Context: an optimization exercise on an open-source flow, tuned for small area, a short achievable clock period and few clock cycles. The choices shown serve that exercise and are no tape-out recipe.
The RTL was checked by simulation tests, not by an equivalence proof against the original design.
Power is estimated from default activity; no workload was simulated.

v17:
==> flow/design.v <==
module top(
    input             clk,
    input             rst,
    input             read_n,
    input             start_in,
    input             valid_input,
    input      [7:0]  r_addr,
    input      [7:0]  X_load,
    output            ry,
    output     [8:0]  data_out,
    output            finish
);
  reg [1:0] ph;
  always @(posedge clk or negedge rst)
    if (!rst) ph <= 2'd0;
    else      ph <= ph + 2'd1;
  wire [1:0] col_head = 2'd0 - ph;    
  reg [3:0] sl;
  always @(posedge clk or negedge rst)
    if (!rst) sl <= 4'b0100;
    else      sl <= {sl[0], sl[3:1]};
  reg       loading;
  reg [4:0] cnt;
  reg [1:0] jslot;      
  reg       fin_r;
  always @(posedge clk or negedge rst)
    if (!rst) begin
      loading <= 1'b0;
      cnt     <= 5'd0;
      jslot   <= 2'd3;
      fin_r   <= 1'b0;
    end else begin
      fin_r <= valid_input & loading & (cnt == 5'd31);
      if (start_in) begin
        loading <= 1'b1;
        cnt     <= 5'd0;
        jslot   <= jslot + 2'd1;
      end else if (valid_input & loading) begin
        cnt <= cnt + 5'd1;
        if (cnt == 5'd31) loading <= 1'b0;
      end
    end
  reg [7:0] xb0, xb1, xb2, xb3;
  reg [2:0] kb0, kb1, kb2, kb3;
  reg [3:0] pend;
  wire       vin = valid_input & loading;
  wire [3:0] ld  = {4{vin}} & (4'b0001 << cnt[1:0]);
  always @(posedge clk) begin
    if (ld[0]) begin xb0 <= X_load; kb0 <= cnt[4:2]; end
    if (ld[1]) begin xb1 <= X_load; kb1 <= cnt[4:2]; end
    if (ld[2]) begin xb2 <= X_load; kb2 <= cnt[4:2]; end
    if (ld[3]) begin xb3 <= X_load; kb3 <= cnt[4:2]; end
  end
  always @(posedge clk or negedge rst)
    if (!rst) pend <= 4'd0;
    else      pend <= ld | (pend & ~sl);
  function [6:0] coef;
    input [1:0] c;
    input [2:0] k;
    begin
      case ({c, k})
        5'd0:  coef = 7'b1100011;
        5'd1:  coef = 7'b1000000;
        5'd2:  coef = 7'b0110110;
        5'd3:  coef = 7'b1001110;
        5'd4:  coef = 7'b1101101;
        5'd5:  coef = 7'b1010101;
        5'd6:  coef = 7'b1000011;
        5'd7:  coef = 7'b0100110;
        5'd8:  coef = 7'b1011010;
        5'd9:  coef = 7'b0110000;
        5'd10: coef = 7'b1001000;
        5'd11: coef = 7'b1110001;
        5'd12: coef = 7'b1101011;
        5'd13: coef = 7'b1110011;
        5'd14: coef = 7'b1111000;
        5'd15: coef = 7'b1101000;
        5'd16: coef = 7'b0000000;
        5'd17: coef = 7'b0000000;
        5'd18: coef = 7'b0001011;
        5'd19: coef = 7'b0100001;
        5'd20: coef = 7'b0000010;
        5'd21: coef = 7'b0110110;
        5'd22: coef = 7'b0101011;
        5'd23: coef = 7'b1000101;
        5'd24: coef = 7'b1110110;
        5'd25: coef = 7'b0100110;
        5'd26: coef = 7'b0101011;
        5'd27: coef = 7'b1101110;
        5'd28: coef = 7'b0101011;
        5'd29: coef = 7'b0010001;
        5'd30: coef = 7'b1000000;
        default: coef = 7'b1101101;
      endcase
    end
  endfunction
  function [9:0] digits;
    input [6:0] a;
    begin
      digits[2:0] = {a[1:0] == 2'd3, a[1:0] == 2'd2, a[1:0] == 2'd1};
      digits[5:3] = {a[3:2] == 2'd3, a[3:2] == 2'd2, a[3:2] == 2'd1};
      digits[8:6] = {a[5:4] == 2'd3, a[5:4] == 2'd2, a[5:4] == 2'd1};
      digits[9]   = a[6];
    end
  endfunction
  reg [7:0] xsel;
  reg [2:0] ksel;
  always @(*) begin
    xsel = ({8{sl[0]}} & xb0) | ({8{sl[1]}} & xb1) | ({8{sl[2]}} & xb2) | ({8{sl[3]}} & xb3);
    ksel = ({3{sl[0]}} & kb0) | ({3{sl[1]}} & kb1) | ({3{sl[2]}} & kb2) | ({3{sl[3]}} & kb3);
  end
  reg [7:0] xs;
  reg [9:0] x3s;
  reg [2:0] ks;
  reg       fs;
  reg       vs;
  always @(posedge clk) begin
    xs  <= xsel;
    x3s <= {2'b00, xsel} + {1'b0, xsel, 1'b0};
    ks  <= ksel;
    fs  <= (ksel == 3'd0);
  end
  always @(posedge clk or negedge rst)
    if (!rst) vs <= 1'b0;
    else      vs <= |(pend & sl);
  function [9:0] pp;
    input [2:0] d;
    input [7:0] x;
    input [9:0] x3;
    pp = ({10{d[0]}} & {2'b00, x}) | ({10{d[1]}} & {1'b0, x, 1'b0}) |
         ({10{d[2]}} & x3);
  endfunction
  function [29:0] csa4;
    input [9:0] dg;
    input [7:0] x;
    input [9:0] x3;
    reg [14:0] a, b, c, d, s1, c1, s2, c2;
    begin
      a  = {5'd0, pp(dg[2:0], x, x3)};
      b  = {3'd0, pp(dg[5:3], x, x3), 2'd0};
      c  = {1'd0, pp(dg[8:6], x, x3), 4'd0};
      d  = {1'd0, {8{dg[9]}} & x, 6'd0};
      s1 = a ^ b ^ c;
      c1 = {(a[13:0] & b[13:0]) | (a[13:0] & c[13:0]) | (b[13:0] & c[13:0]), 1'b0};
      s2 = s1 ^ c1 ^ d;
      c2 = {(s1[13:0] & c1[13:0]) | (s1[13:0] & d[13:0]) | (c1[13:0] & d[13:0]), 1'b0};
      csa4 = {c2, s2};
    end
  endfunction
  reg [29:0] cs0, cs1, cs2, cs3;
  wire       z1 = vs & fs;     
  always @(posedge clk) begin
    cs0 <= csa4(digits(coef(2'd0, ks)), xs, x3s);
    cs1 <= csa4(digits(coef(2'd1, ks)), xs, x3s);
    cs2 <= csa4(digits(coef(2'd2, ks)), xs, x3s);
    cs3 <= csa4(digits(coef(2'd3, ks)), xs, x3s);
  end
  reg v2;      
  reg sh;      
  always @(posedge clk or negedge rst)
    if (!rst) begin
      v2 <= 1'b0;
      sh <= 1'b0;
    end else begin
      v2 <= vs;
      sh <= vs & fs;
    end
  wire [1:0]  rsel;                    
  wire [17:0] h0, h1, h3;              
  wire [15:0] h2;
  wire [17:0] q0, q1, q3;              
  wire [15:0] q2;
  wire [17:0] sum0 = h0 + {3'd0, cs0[14:0]} + {3'd0, cs0[29:15]};
  wire [17:0] sum1 = h1 + {3'd0, cs1[14:0]} + {3'd0, cs1[29:15]};
  wire [15:0] sum2 = h2 + {1'd0, cs2[14:0]} + {1'd0, cs2[29:15]};
  wire [17:0] sum3 = h3 + {3'd0, cs3[14:0]} + {3'd0, cs3[29:15]};
  ring_row #(.W(18)) u_row0 (.clk(clk), .wr(v2), .mv(z1), .sel(rsel), .sum(sum0), .acc(h0), .head(q0));
  ring_row #(.W(18)) u_row1 (.clk(clk), .wr(v2), .mv(z1), .sel(rsel), .sum(sum1), .acc(h1), .head(q1));
  ring_row #(.W(16)) u_row2 (.clk(clk), .wr(v2), .mv(z1), .sel(rsel), .sum(sum2), .acc(h2), .head(q2));
  ring_row #(.W(18)) u_row3 (.clk(clk), .wr(v2), .mv(z1), .sel(rsel), .sum(sum3), .acc(h3), .head(q3));
  reg [3:0] shd;
  always @(posedge clk or negedge rst)
    if (!rst)          shd <= 4'b1111;
    else if (start_in) shd <= 4'b0000;
    else if (sh)       shd <= shd | (4'b0001 << col_head);
  localparam S_IDLE = 2'd0, S_B0 = 2'd1, S_B1 = 2'd2, S_WAIT = 2'd3;
  reg [1:0]  st;
  reg [5:0]  pred;
  reg [1:0]  pinc;      
  reg        pfv;
  reg        ry_r;
  reg [8:0]  do_r;
  reg [17:0] pf;
  wire       nb0 = (st == S_B0);
  wire [3:0] tgt = nb0 ? pred[3:0] + 4'd1 : pred[3:0];
  wire [1:0] tn  = nb0 ? pinc : pred[5:4];
  reg  [1:0] ra, rb;
  assign rsel = nb0 ? rb : ra;
  reg [17:0] cap;
  always @(*) begin
    case (tgt[3:2])
      2'd0: cap = q0;
      2'd1: cap = q1;
      2'd2: cap = {2'd0, q2};
      default: cap = q3;
    endcase
  end
  wire busy = ~&shd | ((jslot == tn) & (loading | (|pend) | vs | v2));
  wire cap_now = ~pfv & (col_head == tgt[1:0]) & ~busy;
  wire [1:0] jslot_nx = jslot + {1'b0, start_in};
  reg  [5:0] pred_nx;
  reg  [1:0] pinc_nx;
  always @(*) begin
    pred_nx = pred;
    pinc_nx = pinc;
    if (st == S_IDLE && ~read_n) begin
      pred_nx = r_addr[5:0];
      pinc_nx = r_addr[5:4] + {1'b0, &r_addr[3:0]};
    end else if (st == S_B0) begin
      pred_nx = pred + 6'd1;
      pinc_nx = pred[5:4] + {1'b0, &pred[3:0]} + {1'b0, pred[3:0] == 4'd14};
    end
  end
  wire req     = ~read_n;
  wire hit     = (r_addr[5:0] == pred) & (pfv | cap_now);
  always @(posedge clk or negedge rst)
    if (!rst) begin
      st   <= S_IDLE;
      pred <= 6'd0;
      pinc <= 2'd0;
      ra   <= 2'd3;
      rb   <= 2'd3;
      pfv  <= 1'b0;
      ry_r <= 1'b0;
    end else begin
      pred <= pred_nx;
      pinc <= pinc_nx;
      ra   <= jslot_nx - pred_nx[5:4];
      rb   <= jslot_nx - pinc_nx;
      case (st)
        S_IDLE: begin
          ry_r <= req & hit;
          if (req) st <= hit ? S_B0 : S_WAIT;
        end
        S_WAIT: begin
          ry_r <= cap_now;
          if (cap_now) st <= S_B0;
        end
        S_B0: begin
          ry_r <= 1'b1;
          st   <= S_B1;
        end
        default: begin
          ry_r <= 1'b0;
          st   <= S_IDLE;
        end
      endcase
      if ((loading & (jslot == pred[5:4])) || (st == S_IDLE && req)) pfv <= 1'b0;
      else if (st == S_B0)                                            pfv <= cap_now;
      else if (cap_now)                                               pfv <= 1'b1;
    end
  always @(posedge clk) begin
    if (cap_now) pf <= cap;
    case (st)
      S_B0:    do_r <= pf[17:9];
      S_WAIT:  do_r <= cap[8:0];
      default: do_r <= pfv ? pf[8:0] : cap[8:0];
    endcase
  end
  assign ry       = ry_r;
  assign data_out = do_r;
  assign finish   = fin_r;
endmodule
module ring_row #(parameter W = 18) (
    input              clk,
    input              wr,
    input              mv,
    input      [1:0]   sel,
    input      [W-1:0] sum,
    output     [W-1:0] acc,
    output reg [W-1:0] head
);
  reg [W-1:0] a0, a1, a2, a3;
  reg [W-1:0] b0, b1, b2, b3;
  reg [W-1:0] c0, c1, c2, c3;
  reg [W-1:0] d0, d1, d2, d3;
  always @(posedge clk) begin
    a0 <= mv ? {W{1'b0}} : a1; a1 <= a2; a2 <= a3; a3 <= wr ? sum : a0;
    b0 <= mv ? a1 : b1;        b1 <= b2; b2 <= b3; b3 <= b0;
    c0 <= mv ? b1 : c1;        c1 <= c2; c2 <= c3; c3 <= c0;
    d0 <= mv ? c1 : d1;        d1 <= d2; d2 <= d3; d3 <= d0;
  end
  assign acc = a0;
  always @(*) begin
    case (sel)
      2'd0: head = a0;
      2'd1: head = b0;
      2'd2: head = c0;
      default: head = d0;
    endcase
  end
endmodule
Settings: LEC_CHECK=0, CAP_MARGIN=20, CORE_MARGIN=2, CORE_UTILIZATION=45, CTS_CLUSTER_DIAMETER=100, CTS_CLUSTER_SIZE=28, SLEW_MARGIN=20; clock period 8.0 ns.
standard.sh (not shown) runs the stock make flow with config.mk's settings and CLKGATE_MAP_FILE= SYNTH_SCRIPT=/design/flow/synth_recipe.tcl, a recipe that flattens the netlist after the stock synthesis.
==> flow/flow/run.sh <==
#!/bin/bash
set -euo pipefail
bash standard.sh SETUP_SLACK_MARGIN=5.3 finish > flow_make.log 2>&1
Testbench counts of v17, summed over its fixed seeds: cycles 5,344.
[inputs] v12 vs v17
-- flow/design.v --
<<< v17, line 106
  reg [7:0] xsel;
  reg [2:0] ksel;
  always @(*) begin
    xsel = ({8{sl[0]}} & xb0) | ({8{sl[1]}} & xb1) | ({8{sl[2]}} & xb2) | ({8{sl[3]}} & xb3);
    ksel = ({3{sl[0]}} & kb0) | ({3{sl[1]}} & kb1) | ({3{sl[2]}} & kb2) | ({3{sl[3]}} & kb3);
  end
>>> v12, line 106
  reg [7:0] xsel;
  reg [2:0] ksel;
  wire [3:0] sp = sl & pend;
  always @(*) begin
    xsel = ({8{sp[0]}} & xb0) | ({8{sp[1]}} & xb1) | ({8{sp[2]}} & xb2) | ({8{sp[3]}} & xb3);
    ksel = ({3{sl[0]}} & kb0) | ({3{sl[1]}} & kb1) | ({3{sl[2]}} & kb2) | ({3{sl[3]}} & kb3);
  end
<<< v17, line 123
  always @(posedge clk or negedge rst)
    if (!rst) vs <= 1'b0;
    else      vs <= |(pend & sl);
  function [9:0] pp;
    input [2:0] d;
>>> v12, line 124
  always @(posedge clk or negedge rst)
    if (!rst) vs <= 1'b0;
    else      vs <= |sp;
  function [9:0] pp;
    input [2:0] d;
<<< v17, line 175
  wire [15:0] sum2 = h2 + {1'd0, cs2[14:0]} + {1'd0, cs2[29:15]};
  wire [17:0] sum3 = h3 + {3'd0, cs3[14:0]} + {3'd0, cs3[29:15]};
  ring_row #(.W(18)) u_row0 (.clk(clk), .wr(v2), .mv(z1), .sel(rsel), .sum(sum0), .acc(h0), .head(q0));
  ring_row #(.W(18)) u_row1 (.clk(clk), .wr(v2), .mv(z1), .sel(rsel), .sum(sum1), .acc(h1), .head(q1));
  ring_row #(.W(16)) u_row2 (.clk(clk), .wr(v2), .mv(z1), .sel(rsel), .sum(sum2), .acc(h2), .head(q2));
  ring_row #(.W(18)) u_row3 (.clk(clk), .wr(v2), .mv(z1), .sel(rsel), .sum(sum3), .acc(h3), .head(q3));
  reg [3:0] shd;
  always @(posedge clk or negedge rst)
>>> v12, line 176
  wire [15:0] sum2 = h2 + {1'd0, cs2[14:0]} + {1'd0, cs2[29:15]};
  wire [17:0] sum3 = h3 + {3'd0, cs3[14:0]} + {3'd0, cs3[29:15]};
  ring_row #(.W(18)) u_row0 (.clk(clk), .mv(z1), .sel(rsel), .sum(sum0), .acc(h0), .head(q0));
  ring_row #(.W(18)) u_row1 (.clk(clk), .mv(z1), .sel(rsel), .sum(sum1), .acc(h1), .head(q1));
  ring_row #(.W(16)) u_row2 (.clk(clk), .mv(z1), .sel(rsel), .sum(sum2), .acc(h2), .head(q2));
  ring_row #(.W(18)) u_row3 (.clk(clk), .mv(z1), .sel(rsel), .sum(sum3), .acc(h3), .head(q3));
  reg [3:0] shd;
  always @(posedge clk or negedge rst)
<<< v17, line 193
  reg [17:0] pf;
  wire       nb0 = (st == S_B0);
  wire [3:0] tgt = nb0 ? pred[3:0] + 4'd1 : pred[3:0];
  wire [1:0] tn  = nb0 ? pinc : pred[5:4];
  reg  [1:0] ra, rb;
  assign rsel = nb0 ? rb : ra;
  reg [17:0] cap;
>>> v12, line 194
  reg [17:0] pf;
  wire       nb0 = (st == S_B0);
  reg  [1:0] ra, rb;
  reg  [3:0] ta, tb;
  wire [3:0] tgt = nb0 ? tb : ta;
  wire [1:0] tn  = nb0 ? pinc : pred[5:4];
  assign rsel = nb0 ? rb : ra;
  reg [17:0] cap;
<<< v17, line 231
      ra   <= 2'd3;
      rb   <= 2'd3;
      pfv  <= 1'b0;
      ry_r <= 1'b0;
>>> v12, line 233
      ra   <= 2'd3;
      rb   <= 2'd3;
      ta   <= 4'd0;
      tb   <= 4'd1;
      pfv  <= 1'b0;
      ry_r <= 1'b0;
<<< v17, line 237
      pinc <= pinc_nx;
      ra   <= jslot_nx - pred_nx[5:4];
      rb   <= jslot_nx - pinc_nx;
      case (st)
>>> v12, line 241
      pinc <= pinc_nx;
      ra   <= jslot_nx - pred_nx[5:4];
      ta   <= pred_nx[3:0];
      tb   <= pred_nx[3:0] + 4'd1;
      rb   <= jslot_nx - pinc_nx;
      case (st)
<<< v17, line 274
module ring_row #(parameter W = 18) (
    input              clk,
    input              wr,
    input              mv,
    input      [1:0]   sel,
>>> v12, line 280
module ring_row #(parameter W = 18) (
    input              clk,
    input              mv,
    input      [1:0]   sel,
<<< v17, line 286
  reg [W-1:0] d0, d1, d2, d3;
  always @(posedge clk) begin
    a0 <= mv ? {W{1'b0}} : a1; a1 <= a2; a2 <= a3; a3 <= wr ? sum : a0;
    b0 <= mv ? a1 : b1;        b1 <= b2; b2 <= b3; b3 <= b0;
    c0 <= mv ? b1 : c1;        c1 <= c2; c2 <= c3; c3 <= c0;
>>> v12, line 291
  reg [W-1:0] d0, d1, d2, d3;
  always @(posedge clk) begin
    a0 <= mv ? {W{1'b0}} : a1; a1 <= a2; a2 <= a3; a3 <= sum;
    b0 <= mv ? a1 : b1;        b1 <= b2; b2 <= b3; b3 <= b0;
    c0 <= mv ? b1 : c1;        c1 <= c2; c2 <= c3; c3 <= c0;
==> comparison <==
Higher count of buffer and inverter cells on the critical path was reported by v17, not v12. Compare v12 and v17 | number of buffers created by CTS higher: v12. Per the final summary, v12 finished and its layout is clean on timing, DRC and antenna. Comparing v12 and v17, the higher die area was measured on v17. Looking at clock-buffer cell count, v12 sits 1 lower than v17 does. Minimum setup slack in the final design ended up 80 ps higher on v12 than on v17. When the final numbers for v12 and v17 were put side by side, the part of the power in the clock network turned out to be greater in v17. Going from v17 to v12, synthesized area went down by about 2.4%, clock sink count saw little to no change.
Testbench counts of v12, summed over its fixed seeds: cycles 5,344.

port drivers added, routing unchanged:
Ports are ideal in the flow. The routed layouts listed here were re-timed in OpenROAD.
Step 1 assumes that a clkbuf_16 drives the clock port and a buf_2 every other input.
Step 2 adds t to the input delays and takes it off the output delays; t is the mean of the earliest and latest rising clock arrival at the registers after step 1. Input paths then give back, and output paths get back, about the clock's delay inside the block.
Three values: ideal, step 1, step 2; two values: the first two.
run | shift t [ns] | slack for setup (ns) | pins driven straight from the clock port
v17 | 0.714 | 4.924 / 4.924 / 4.691 | 1
v12 | 0.710 | 5.004 / 5.004 / 4.773 | 1
After both steps setup and hold are still met in every run listed. For v17, which loses most, drivers alone change the setup slack by 0.000 ns; drivers and shift together by -0.233 ns.
